What follows belongs to an exercise in optimizing a design on an open flow for small area, a short achievable clock period and few clock cycles; a production flow would make more cautious choices. At most, simulation tests tie the RTL to the original design; equivalence was not proved.

## 05-12
Design muldiv_unit, start of the top module:
module muldiv_unit (
    input               clk,
    input               resetn,
    input               req_valid,
    output              req_ready,
    input       [2:0]   req_op,      
    input       [31:0]  req_a,
    input       [31:0]  req_b,
    input       [31:0]  req_hi,      
    input       [31:0]  req_lo,
    output              resp_valid,
    output      [31:0]  resp_hi,
    output      [31:0]  resp_lo
);
Size: ~6400 cells after synthesis, roughly 200 I/O pins, roughly 0.070 sq mm of cells after synthesis.
Settings: LEC_CHECK=0, CAP_MARGIN=20, CORE_MARGIN=2, CORE_UTILIZATION=40, SLEW_MARGIN=20, SYNTH_HIERARCHICAL=1, SYNTH_MINIMUM_KEEP_SIZE=0; clock period 20.0 ns.
standard.sh (not shown) runs the stock make flow with config.mk's settings and CLKGATE_MAP_FILE= SYNTH_SCRIPT=/design/flow/synth_recipe.tcl, a recipe that flattens the netlist after the stock synthesis.
==> flow/flow/run.sh <==
#!/bin/bash
# The standard layout (standard.sh) with two changes to how it is made:
#  - ORFS's setup repair is asked to leave a larger slack margin: the design's
#    20 ns clock leaves every path with slack, so without a margin the repair
#    never works on the critical paths;
#  - the port buffers that placement inserts on every input and output are
#    plain buffers (buf_4) rather than the slow delay cells it picks by itself.
set -euo pipefail
MARGIN=14
PORTBUF=sky130_fd_sc_hd__buf_4
sed "s|\"\${@:-finish}\"|SETUP_SLACK_MARGIN=$MARGIN 'BUFFER_PORTS_ARGS=-buffer_cell $PORTBUF' \"\${@:-finish}\"|" standard.sh > standard_mod.sh
grep -q "SETUP_SLACK_MARGIN=$MARGIN" standard_mod.sh
bash standard_mod.sh > layout.log 2>&1
05-12: PASS, flow complete, no timing, DRC or antenna violations
The inputs of 08-16 differ from those of 05-12 as listed below.
--- a/flow/flow/run.sh
+++ b/flow/flow/run.sh
@@ -7,5 +7,5 @@
 #    plain buffers (buf_4) rather than the slow delay cells it picks by itself.
 set -euo pipefail
-MARGIN=14
+MARGIN=13
 PORTBUF=sky130_fd_sc_hd__buf_4
 sed "s|\"\${@:-finish}\"|SETUP_SLACK_MARGIN=$MARGIN 'BUFFER_PORTS_ARGS=-buffer_cell $PORTBUF' \"\${@:-finish}\"|" standard.sh > standard_mod.sh
Findings:
- In summary, 08-16 completed successfully, with a layout that passed the timing, DRC and antenna checks.
- 08-16 vs 05-12 — wire length on met3 dropped about 7%.
- Higher global-route wire length before repair goes to 05-12 over 08-16.
- Cell area: lower on 08-16
- Against 05-12, via count in 08-16 came out better.
- Post-place setup slack: 05-12 and 08-16 compared, lower one is 08-16
Function was not checked in any run of this note: the RTL went through the layout flow alone.

---

== run A ==
Another version of the RTL of muldiv_unit (not shown whole).
clock: 20.0 ns
lec_check: 0
cap_margin: 20
core_margin: 2
core_utilization: 40
cts_cluster_diameter: 100
cts_cluster_size: 20
slew_margin: 20
synth_hierarchical: 1
synth_minimum_keep_size: 0
==> flow/flow/run.sh <==
#!/bin/bash
# The standard layout (standard.sh) with two changes to how it is made:
#  - ORFS's setup repair is asked to leave a larger slack margin: the design's
#    20 ns clock leaves every path with slack, so without a margin the repair
#    never works on the critical paths;
#  - the port buffers that placement inserts on every input and output are
#    plain buffers (buf_4) rather than the slow delay cells it picks by itself.
set -euo pipefail
MARGIN=14.1
PORTBUF=sky130_fd_sc_hd__buf_4
sed "s|\"\${@:-finish}\"|SETUP_SLACK_MARGIN=$MARGIN 'BUFFER_PORTS_ARGS=-buffer_cell $PORTBUF' \"\${@:-finish}\"|" standard.sh > standard_mod.sh
grep -q "SETUP_SLACK_MARGIN=$MARGIN" standard_mod.sh
bash standard_mod.sh > layout.log 2>&1
Testbench counts of run A, summed over its fixed seeds: cycles 5,290.
[inputs] run B vs run A
-- flow/flow/run.sh --
<<< run A, line 7
#    plain buffers (buf_4) rather than the slow delay cells it picks by itself.
set -euo pipefail
MARGIN=14.1
PORTBUF=sky130_fd_sc_hd__buf_4
sed "s|\"\${@:-finish}\"|SETUP_SLACK_MARGIN=$MARGIN 'BUFFER_PORTS_ARGS=-buffer_cell $PORTBUF' \"\${@:-finish}\"|" standard.sh > standard_mod.sh
>>> run B, line 7
#    plain buffers (buf_4) rather than the slow delay cells it picks by itself.
set -euo pipefail
MARGIN=14
PORTBUF=sky130_fd_sc_hd__buf_4
sed "s|\"\${@:-finish}\"|SETUP_SLACK_MARGIN=$MARGIN 'BUFFER_PORTS_ARGS=-buffer_cell $PORTBUF' \"\${@:-finish}\"|" standard.sh > standard_mod.sh
### Flow results
As of run B, half-perimeter wire length of the detailed placement result had risen by a few percent compared to run A.
Between run B and run A, it is run B whose number of non-clock buffers is lower, by 12%.
Area growth from synthesis to layout was higher in run A than in run B.
Compared run A against run B; hold slack within noise.
Diff run A -> run B | transition time of the tightest slew-check pin | decrease of 0.019 ns
Taking run A as the reference, in run B routed wire length rose by 0.93%, cell area fell by 900 µm², final worst slack fell by 0.047 ns, final cycle utilization of the critical path rose by 0.24 points.
Of the two values seen for capturing element of the worst setup path, resp_hi[9] was produced by run B and resp_hi[6] by run A.
Relative to run B, the following input files were edited for run C:
- setting PLACE_DENSITY to 0.7 for the first time
- changing CORE_UTILIZATION from 40 to 50
Notes after the runs:
Per the comparison of run C with run B, met1 routing resource usage after global routing increased 8.4 points, cell count decreased 4.7%.
In the reports for run B and run C, the smaller met3 usage belongs to run B.
Summary of run C over run B: worst slew margin relative to its limit saw a decrease; routed wire length went down by 2.4%.
Comparing run B and run C, the lower row count is on run C.
Taking run B as the reference, in run C highest clock frequency the design can meet now sits higher, via count +740.
Here is what was changed in the inputs of run D compared with run C.
- PLACE_DENSITY no longer set, was 0.7
- CORE_UTILIZATION now 40, was 50
==> flow/flow/run.sh <==
#!/bin/bash
# The standard layout (standard.sh) with changes to how it is made:
#  - ORFS's setup repair is asked to leave a larger slack margin after clock
#    tree synthesis and global routing: the design's 20 ns clock leaves every
#    path with slack, so without a margin the repair never works on the
#    critical paths (the repair after synthesis keeps a smaller margin);
#  - the port buffers that placement inserts on every input and output are
#    plain buffers (buf_4) rather than the slow delay cells it picks by itself.
set -euo pipefail
EARLY=10
MARGIN=14
PORTBUF=sky130_fd_sc_hd__buf_4
mk() {
  sed "s|\"\${@:-finish}\"|SETUP_SLACK_MARGIN=$1 'BUFFER_PORTS_ARGS=-buffer_cell $PORTBUF' \"\${@:-finish}\"|" standard.sh > standard_m$1.sh
  grep -q "SETUP_SLACK_MARGIN=$1" standard_m$1.sh
}
mk $EARLY
mk $MARGIN
bash standard_m$EARLY.sh synth floorplan place > layout_early.log 2>&1
bash standard_m$MARGIN.sh > layout.log 2>&1
### Flow results
Run D reached the final stage; the timing, DRC and antenna checks on its layout passed.
The lower non-clock buffer count of run C and run D is in run C.
Looking only at insertion delay to the later sink of the worst-skew pair, and setting everything else aside, the higher value of run C and run D goes to run C.
[compare] base=run C new=run D: buffer and inverter count on the worst path increased by 1 relative to the old numbers; met1 routed wirelength after detailed routing now larger.
In run D the number of antenna diodes turned out 3 lower than in run C.

---

muldiv_unit, a different RTL version from the one above (not shown whole).
Size in the first run: about 6300 cells after synthesis, ~200 I/O pins, about 69000 um^2 of cells after synthesis.
clock: 20.0 ns
lec_check: 0
cap_margin: 20
core_margin: 2
core_utilization: 40
slew_margin: 20
synth_hierarchical: 1
synth_minimum_keep_size: 0
==> flow/flow/run.sh <==
#!/bin/bash
# The standard layout (standard.sh) with two changes to how it is made:
#  - ORFS's setup repair is asked to leave a larger slack margin: the design's
#    20 ns clock leaves every path with slack, so without a margin the repair
#    never works on the critical paths;
#  - the port buffers that placement inserts on every input and output are
#    plain buffers (buf_4) rather than the slow delay cells it picks by itself.
set -euo pipefail
MARGIN=13.75
PORTBUF=sky130_fd_sc_hd__buf_4
sed "s|\"\${@:-finish}\"|SETUP_SLACK_MARGIN=$MARGIN 'BUFFER_PORTS_ARGS=-buffer_cell $PORTBUF' \"\${@:-finish}\"|" standard.sh > standard_mod.sh
grep -q "SETUP_SLACK_MARGIN=$MARGIN" standard_mod.sh
bash standard_mod.sh > layout.log 2>&1
Testbench counts at the start, summed over its fixed seeds: cycles 5,290.
Change:
--- a/flow/flow/run.sh
+++ b/flow/flow/run.sh
@@ -8,3 +8,3 @@
 set -euo pipefail
-MARGIN=13.75
+MARGIN=14
 PORTBUF=sky130_fd_sc_hd__buf_4
CTS_CLUSTER_DIAMETER = 100   (was unset)
CTS_CLUSTER_SIZE = 20   (was unset)
TNS_END_PERCENT = 10   (was unset)
Maximum frequency came out higher by a few percent.
Global-route usage stays flat.
Worst hold slack is better by 15 ps.
Core utilization came out lower by 0.15 points.
Design area came out lower slightly.
Register-to-register slack is better by 210 ps.
Worst setup slack is better by 190 ps.
Via count hardly moves.
Wire length is about the same.
Change:
CTS_CLUSTER_DIAMETER = unset   (was 100)
CTS_CLUSTER_SIZE = unset   (was 20)
TNS_END_PERCENT = unset   (was 10)
After rerunning: Non-clock buffer count goes down by 3; global-route usage goes up by 0.21 points; sequential cell count stays the same.

---

muldiv_unit, a different RTL version from the one above (not shown whole).
For scale: ~6,100 cells after synthesis, ~450 flip-flops, about 200 I/O pins.
==> flow/design.v (excerpt) <==
module muldiv_unit (
    input               clk,
    input               resetn,
    input               req_valid,
    output              req_ready,
    input       [2:0]   req_op,      
    input       [31:0]  req_a,
    input       [31:0]  req_b,
    input       [31:0]  req_hi,      
    input       [31:0]  req_lo,
    output              resp_valid,
    output      [31:0]  resp_hi,
    output      [31:0]  resp_lo
);
clock: 20.0 ns
lec_check: 0
cap_margin: 20
core_margin: 2
core_utilization: 40
slew_margin: 20
synth_hierarchical: 1
synth_minimum_keep_size: 0
==> flow/flow/run.sh <==
#!/bin/bash
# The standard layout (standard.sh), with ORFS's setup repair asked to leave a
# larger slack margin: the design's 20 ns clock leaves every path with slack,
# so without a margin the repair never works on the critical paths.
set -euo pipefail
MARGIN=13
sed "s|\"\${@:-finish}\"|SETUP_SLACK_MARGIN=$MARGIN \"\${@:-finish}\"|" standard.sh > standard_margin.sh
grep -q "SETUP_SLACK_MARGIN=$MARGIN" standard_margin.sh
bash standard_margin.sh > layout.log 2>&1
Testbench counts at the start, summed over its fixed seeds: cycles 5,243.
Edit:
==> flow/flow/run.sh (replaced) <==
#!/bin/bash
# The standard layout (standard.sh) with two changes to how it is made:
#  - ORFS's setup repair is asked to leave a larger slack margin: the design's
#    20 ns clock leaves every path with slack, so without a margin the repair
#    never works on the critical paths;
#  - the port buffers that placement inserts on every input and output are
#    plain buffers (buf_4) rather than the slow delay cells it picks by itself.
set -euo pipefail
MARGIN=13
PORTBUF=sky130_fd_sc_hd__buf_4
sed "s|\"\${@:-finish}\"|SETUP_SLACK_MARGIN=$MARGIN 'BUFFER_PORTS_ARGS=-buffer_cell $PORTBUF' \"\${@:-finish}\"|" standard.sh > standard_mod.sh
grep -q "SETUP_SLACK_MARGIN=$MARGIN" standard_mod.sh
bash standard_mod.sh > layout.log 2>&1
CORE_UTILIZATION = 55   (was 40)
PLACE_DENSITY = 0.75   (was not set)
The changed run completed without violations.
Synthesized area stays the same.
Cell count drops by about 7%.
Core utilization rose by 16 points.
Critical path depth rose by 1.

---

RTL: one of the versions met above, not the one the previous note started from.
Size in the first run: about 6300 cells after synthesis.
export LEC_CHECK = 0
export CAP_MARGIN = 20
export CORE_MARGIN = 2
export CORE_UTILIZATION = 40
export CTS_CLUSTER_DIAMETER = 100
export CTS_CLUSTER_SIZE = 20
export GPL_TIMING_DRIVEN = 0
export SLEW_MARGIN = 20
export SYNTH_HIERARCHICAL = 1
export SYNTH_MINIMUM_KEEP_SIZE = 0
create_clock -name core_clock -period 20.0 [get_ports {clk}]
==> flow/flow/run.sh <==
#!/bin/bash
# The standard layout (standard.sh) with two changes to how it is made:
#  - ORFS's setup repair is asked to leave a larger slack margin: the design's
#    20 ns clock leaves every path with slack, so without a margin the repair
#    never works on the critical paths;
#  - the port buffers that placement inserts on every input and output are
#    plain buffers (buf_4) rather than the slow delay cells it picks by itself.
set -euo pipefail
MARGIN=14
PORTBUF=sky130_fd_sc_hd__buf_4
sed "s|\"\${@:-finish}\"|SETUP_SLACK_MARGIN=$MARGIN 'BUFFER_PORTS_ARGS=-buffer_cell $PORTBUF' \"\${@:-finish}\"|" standard.sh > standard_mod.sh
grep -q "SETUP_SLACK_MARGIN=$MARGIN" standard_mod.sh
bash standard_mod.sh > layout.log 2>&1
The first run went through all stages and came out clean.
Testbench counts at the start, summed over its fixed seeds: cycles 5,290.
Next try:
--- a/flow/config.mk
+++ b/flow/config.mk
@@ -13 +13 @@
-export GPL_TIMING_DRIVEN = 0
+export PLACE_DENSITY = 0.5
After rerunning:
- design area came out lower by 7.4%
- hold slack loses 0.0032 ns
- final cell count came out lower by 4.0%
- sequential cell count stays the same
- routed wire length came out higher by 4.4%
- sequential share of layout area came out higher by 1.4 points
- die area does not change

---

Setup of north:
RTL: one of the versions met above, not the one the previous note started from.
Size in the first run: ~6100 cells after synthesis, ~450 flip-flops, ~200 I/O pins, roughly 64000 sq um of cells after synthesis.
export LEC_CHECK = 0
export CAP_MARGIN = 20
export CORE_MARGIN = 2
export CORE_UTILIZATION = 40
export SLEW_MARGIN = 20
export SYNTH_HIERARCHICAL = 1
export SYNTH_MINIMUM_KEEP_SIZE = 0
create_clock -name core_clock -period 20.0 [get_ports {clk}]
==> flow/flow/run.sh <==
#!/bin/bash
# The standard layout (standard.sh) with two changes to how it is made:
#  - ORFS's setup repair is asked to leave a larger slack margin: the design's
#    20 ns clock leaves every path with slack, so without a margin the repair
#    never works on the critical paths;
#  - the port buffers that placement inserts on every input and output are
#    plain buffers (buf_4) rather than the slow delay cells it picks by itself.
set -euo pipefail
MARGIN=12.5
PORTBUF=sky130_fd_sc_hd__buf_4
sed "s|\"\${@:-finish}\"|SETUP_SLACK_MARGIN=$MARGIN 'BUFFER_PORTS_ARGS=-buffer_cell $PORTBUF' \"\${@:-finish}\"|" standard.sh > standard_mod.sh
grep -q "SETUP_SLACK_MARGIN=$MARGIN" standard_mod.sh
bash standard_mod.sh > layout.log 2>&1
Testbench counts of north, summed over its fixed seeds: cycles 5,243.
Relative to north, the following input files were edited for east:
diff --git a/flow/flow/run.sh b/flow/flow/run.sh
--- a/flow/flow/run.sh
+++ b/flow/flow/run.sh
@@ -7,5 +7,5 @@
 #    plain buffers (buf_4) rather than the slow delay cells it picks by itself.
 set -euo pipefail
-MARGIN=12.5
+MARGIN=13
 PORTBUF=sky130_fd_sc_hd__buf_4
 sed "s|\"\${@:-finish}\"|SETUP_SLACK_MARGIN=$MARGIN 'BUFFER_PORTS_ARGS=-buffer_cell $PORTBUF' \"\${@:-finish}\"|" standard.sh > standard_mod.sh
Results
Compared with north, in east first-pass GRT wire length rose by 1.2%; global-route total usage across every layer +0.50 points; initial antenna violation count rose 3. east vs. north: synthesis-to-finish area growth now sits higher; total CTS buffers now sits higher; sequential share of layout area went down by 0.56 points. A worst-path cell with the longest stage delay of sky130_fd_sc_hd__fa_1 is what east shows, while sky130_fd_sc_hd__buf_4 belongs to north.

---

Another version of the RTL of muldiv_unit (not shown whole).
Size: roughly 6400 cells after synthesis, about 200 I/O pins, about 70000 sq um of cells after synthesis.
Settings: LEC_CHECK=0, CAP_MARGIN=20, CORE_MARGIN=2, CORE_UTILIZATION=40, SLEW_MARGIN=20, SYNTH_HIERARCHICAL=1, SYNTH_MINIMUM_KEEP_SIZE=0; clock period 20.0 ns.
==> flow/flow/run.sh <==
#!/bin/bash
# The standard layout (standard.sh) with two changes to how it is made:
#  - ORFS's setup repair is asked to leave a larger slack margin: the design's
#    20 ns clock leaves every path with slack, so without a margin the repair
#    never works on the critical paths;
#  - the port buffers that placement inserts on every input and output are
#    plain buffers (buf_4) rather than the slow delay cells it picks by itself.
set -euo pipefail
MARGIN=14.25
PORTBUF=sky130_fd_sc_hd__buf_4
sed "s|\"\${@:-finish}\"|SETUP_SLACK_MARGIN=$MARGIN 'BUFFER_PORTS_ARGS=-buffer_cell $PORTBUF' \"\${@:-finish}\"|" standard.sh > standard_mod.sh
grep -q "SETUP_SLACK_MARGIN=$MARGIN" standard_mod.sh
bash standard_mod.sh > layout.log 2>&1
Testbench counts at the start, summed over its fixed seeds: cycles 5,290.
==> next run, changes <==
--- a/flow/flow/run.sh
+++ b/flow/flow/run.sh
@@ -8,3 +8,3 @@
 set -euo pipefail
-MARGIN=14.25
+MARGIN=14
 PORTBUF=sky130_fd_sc_hd__buf_4
Synthesized area does not change.
Final area is lower by 4.4%.
Non-clock buffer count went down by 137.
Global-route usage fell by 2.0 points.
Routed wire length goes down by 5.8%.

==> port drivers added, routing unchanged <==
No port has a modelled driver above. Below, the same layouts with a new extraction and two added sets of constraints. Step 1 sets driving cells, clkbuf_16 on the clock port and buf_2 on the other inputs (assumed; they add their load-dependent delay and slew). Step 2 times the ports against the registers' clock, not the clock port: input delays grow and output delays shrink by t, the midpoint of the rising clock arrivals with the driver on. Three values: ideal, step 1, step 2; two values: the first two.
run	shift t [ns]	setup slack, ns	worst setup path after step 2
05-12	0.782	14.003 / 13.926 / 13.556	input to register
08-16	0.794	13.101 / 13.101 / 13.101	register to register
run A	0.730	13.986 / 13.899 / 13.400	input to register
run B	0.740	13.939 / 13.850 / 13.344	input to register
run C	0.749	13.991 / 13.911 / 13.505	input to register
run D	0.727	13.950 / 13.866 / 13.469	input to register
the first run of note 3	0.780	13.811 / 13.722 / 13.466	input to register
the second run of note 3	0.773	13.997 / 13.903 / 13.445	input to register
the third run of note 3	0.779	14.025 / 13.937 / 13.477	input to register
the first run of note 4	0.768	13.068 / 13.033 / 12.959	input to register
the second run of note 4	0.742	12.888 / 12.888 / 12.888	register to register
the first run of note 5	0.707	14.011 / 13.930 / 13.454	input to register
the second run of note 5	0.765	13.940 / 13.854 / 13.516	input to register
north	0.752	12.527 / 12.527 / 12.527	register to register
east	0.772	13.023 / 13.023 / 13.023	register to register
the first run of note 7	0.754	13.984 / 13.902 / 13.677	input to register
the second run of note 7	0.763	14.004 / 13.928 / 13.442	input to register
After both steps every run listed still meets setup and hold. The setup slack of run B, which loses most, moves by -0.089 ns with the drivers and by -0.595 ns with both steps.
